From an optimization exercise on the open Yosys and OpenROAD flow, aimed at small area, a short achievable clock period and few clock cycles per item; shortcuts taken in it are not production practice.
The RTL was checked by simulation tests, not by an equivalence proof against the original design.
Power is estimated from default activity; no workload was simulated.

// processor
module processor (clock, reset, instr, pc, bus, bus_valid, exit);
clock: 7.0 ns
lec_check: 0
cap_margin: 20
core_margin: 2
core_utilization: 55
cts_buf_list: sky130_fd_sc_hd__clkbuf_4 sky130_fd_sc_hd__clkbuf_8
setup_slack_margin: 4.0
slew_margin: 20
synth_hierarchical: 1
synth_minimum_keep_size: 0
standard.sh (not shown) runs the stock make flow with config.mk's settings and CLKGATE_MAP_FILE= SYNTH_SCRIPT=/design/flow/synth_recipe.tcl, a recipe that flattens the netlist after the stock synthesis.
==> flow/flow/run.sh <==
#!/bin/bash
# Standard layout (the standard.sh, unchanged synthesis and steps), with
# one change: the buffers placed on the ports are sky130_fd_sc_hd__buf_1
# instead of the default cell the port-buffering step picks.
# The make output goes to standard.log; each ORFS step keeps its own log
# under orfs/logs/.
set -euo pipefail
export BUFFER_PORTS_ARGS="-buffer_cell sky130_fd_sc_hd__buf_1"
bash standard.sh > standard.log 2>&1
Testbench counts at the start, summed over its fixed seeds: cycles 45,298, instructions 43,963.
Edit:
==> flow/flow/run.sh (replaced) <==
#!/bin/bash
set -euo pipefail
export BUFFER_PORTS_ARGS="-buffer_cell sky130_fd_sc_hd__buf_1"
export CTS_ARGS="-sink_clustering_enable -repair_clock_nets -buf_list {sky130_fd_sc_hd__clkbuf_4 sky130_fd_sc_hd__clkbuf_8} -dont_use_dummy_load"
bash standard.sh > standard.log 2>&1
The new run produced a clean layout.
Die area does not change.
Synthesized area is unchanged.
Global-route usage fell by 0.36 points.
Synthesized cell count stays the same.
Via count fell by 1.9%.
Routed wire length fell by about 1.2%.
Fmax rose by about 1.2%.
Hold slack degrades by 0.0085 ns.
Power fell by about 8%.
Setup slack improves by 0.034 ns.
Critical path depth fell by 1.

* * *

processor, a different RTL version from the one above (not shown whole).
Size: roughly 710 cells after synthesis, ~42 I/O pins, about 0.0091 mm² of cells after synthesis.
==> flow/config.mk <==
export PLATFORM = sky130hd
export DESIGN_NAME = processor
export DESIGN_NICKNAME = processor
export VERILOG_FILES = /design/flow/design.v
export SDC_FILE = /design/flow/constraint.sdc
export NUM_CORES = 4
export LEC_CHECK = 0
export CAP_MARGIN = 20
export CORE_MARGIN = 2
export CORE_UTILIZATION = 55
export CTS_BUF_LIST = sky130_fd_sc_hd__clkbuf_4 sky130_fd_sc_hd__clkbuf_8
export GPL_ROUTABILITY_DRIVEN = 0
export SETUP_SLACK_MARGIN = 4.0
export SLEW_MARGIN = 20
export SYNTH_HIERARCHICAL = 1
export SYNTH_MINIMUM_KEEP_SIZE = 0
==> flow/constraint.sdc <==
create_clock -name core_clock -period 7.0 [get_ports {clock}]
set_input_delay 1.4000 -clock core_clock [delete_from_list [all_inputs] [get_ports {clock}]]
set_output_delay 1.4000 -clock core_clock [all_outputs]
set_load 0.01 [all_outputs]
==> flow/flow/run.sh <==
#!/bin/bash
# Standard layout (the standard.sh, unchanged synthesis and steps), with
# one change: the buffers placed on the ports are sky130_fd_sc_hd__buf_1
# instead of the default cell the port-buffering step picks.
# The make output goes to standard.log; each ORFS step keeps its own log
# under orfs/logs/.
set -euo pipefail
export BUFFER_PORTS_ARGS="-buffer_cell sky130_fd_sc_hd__buf_1"
bash standard.sh > standard.log 2>&1
Testbench counts at the start, summed over its fixed seeds: cycles 45,298, instructions 43,963.
Next try:
==> flow/flow/run.sh (replaced) <==
#!/bin/bash
set -euo pipefail
export BUFFER_PORTS_ARGS="-buffer_cell sky130_fd_sc_hd__buf_1"
export CTS_ARGS="-sink_clustering_enable -repair_clock_nets -buf_list {sky130_fd_sc_hd__clkbuf_4 sky130_fd_sc_hd__clkbuf_8} -dont_use_dummy_load"
bash standard.sh > standard.log 2>&1
--- a/flow/config.mk
+++ b/flow/config.mk
@@ -9,5 +9,4 @@
 export CORE_MARGIN = 2
-export CORE_UTILIZATION = 55
+export CORE_UTILIZATION = 45
 export CTS_BUF_LIST = sky130_fd_sc_hd__clkbuf_4 sky130_fd_sc_hd__clkbuf_8
-export GPL_ROUTABILITY_DRIVEN = 0
 export SETUP_SLACK_MARGIN = 4.0
What happened:
- power fell by 6.7%
- cell area decreases by 1.5%
- utilization fell by 12 points
- final cell count is higher by 3.2%
- hold slack gets worse by 18 ps
- die area rises by 22%
- wire length went down by 0.37%
- count of clock-buffer cells in the layout went down by 1
Next try:
--- a/flow/config.mk
+++ b/flow/config.mk
@@ -9,3 +9,3 @@
 export CORE_MARGIN = 2
-export CORE_UTILIZATION = 45
+export CORE_UTILIZATION = 65
 export CTS_BUF_LIST = sky130_fd_sc_hd__clkbuf_4 sky130_fd_sc_hd__clkbuf_8
Design area came out lower by 0.67%.
Core utilization is higher by 21 points.
Via count rose by 2.6%.
Die area fell by 30%.
Power came out higher by 0.72%.
Global-route usage rises by 11 points.
Worst hold slack gets better by 7.2 ps.
Wire length fell by 1.2%.
Clock skew went down by 6.7 ps.
Next try:
==> flow/flow/run.sh (replaced) <==
#!/bin/bash
# Standard layout (the standard.sh, unchanged synthesis and steps), with
# one change: the buffers placed on the ports are sky130_fd_sc_hd__buf_1
# instead of the default cell the port-buffering step picks.
# The make output goes to standard.log; each ORFS step keeps its own log
# under orfs/logs/.
set -euo pipefail
export BUFFER_PORTS_ARGS="-buffer_cell sky130_fd_sc_hd__buf_1"
bash standard.sh > standard.log 2>&1
--- a/flow/config.mk
+++ b/flow/config.mk
@@ -9,4 +9,5 @@
 export CORE_MARGIN = 2
-export CORE_UTILIZATION = 65
+export CORE_UTILIZATION = 55
 export CTS_BUF_LIST = sky130_fd_sc_hd__clkbuf_4 sky130_fd_sc_hd__clkbuf_8
+export PLACE_DENSITY = 0.75
 export SETUP_SLACK_MARGIN = 4.0
=> The changed run finished with timing, DRC and antenna clean; hold slack improved by 4.8 ps; sequential power stays flat; flip-flop and latch count is unchanged; routed wire length falls by 1.5%; combinational power barely changes; global-route usage falls by 6.3 points; via count rises by 1.3%; die area rises by 18%; clock skew falls by 15 ps.
Next try:
==> flow/flow/run.sh (replaced) <==
#!/bin/bash
set -euo pipefail
export BUFFER_PORTS_ARGS="-buffer_cell sky130_fd_sc_hd__buf_1"
export CTS_ARGS="-sink_clustering_enable -repair_clock_nets -buf_list {sky130_fd_sc_hd__clkbuf_4 sky130_fd_sc_hd__clkbuf_8} -dont_use_dummy_load"
bash standard.sh > standard.log 2>&1
--- a/flow/config.mk
+++ b/flow/config.mk
@@ -11,3 +11,2 @@
 export CTS_BUF_LIST = sky130_fd_sc_hd__clkbuf_4 sky130_fd_sc_hd__clkbuf_8
-export PLACE_DENSITY = 0.75
 export SETUP_SLACK_MARGIN = 4.0
After rerunning: Power decreases by 4.9%; final area decreases by 1.3%; non-clock buffer count increases by 3; setup slack improves by 13 ps; via count decreases by 2.6%.

## afterwards: timing with drivers on the ports
Ports are ideal in the flow. The routed layouts listed here were re-timed in OpenROAD.
Step 1, drivers: a clkbuf_16 drives clock and a buf_2 each remaining input, both assumed.
Step 2 also shifts input and output timing later by t, the mid clock arrival at the registers, as if the neighbouring blocks saw the same clock.
Three values: no drivers, after step 1, after step 2; two values: the first two.
| run | t, ns | slack for setup (ns) | hold WS [ns] | latest minus earliest clock arrival (ns) | worst data-port slew with drivers (ns) |
|---|---|---|---|---|---|
| the first run of note 1 | 0.503 | 4.029 / 4.029 / 3.603 | 0.505 / 0.505 / 0.505 | 0.016 / 0.016 | 0.04 |
| the second run of note 1 | 0.488 | 4.064 / 4.064 / 3.592 | 0.497 / 0.497 / 0.497 | 0.033 / 0.033 | 0.04 |
| the first run of note 2 | 0.497 | 4.094 / 4.087 / 3.612 | 0.514 / 0.514 / 0.514 | 0.021 / 0.022 | 0.03 |
| the second run of note 2 | 0.499 | 3.977 / 3.994 / 3.495 | 0.496 / 0.496 / 0.496 | 0.038 / 0.038 | 0.03 |
| the third run of note 2 | 0.514 | 4.063 / 4.053 / 3.626 | 0.503 / 0.503 / 0.503 | 0.031 / 0.031 | 0.03 |
| the fourth run of note 2 | 0.509 | 4.046 / 4.033 / 3.611 | 0.508 / 0.508 / 0.508 | 0.016 / 0.016 | 0.03 |
| the fifth run of note 2 | 0.485 | 4.059 / 4.059 / 3.600 | 0.508 / 0.508 / 0.508 | 0.037 / 0.037 | 0.03 |
After both steps setup and hold are still met in every run listed.
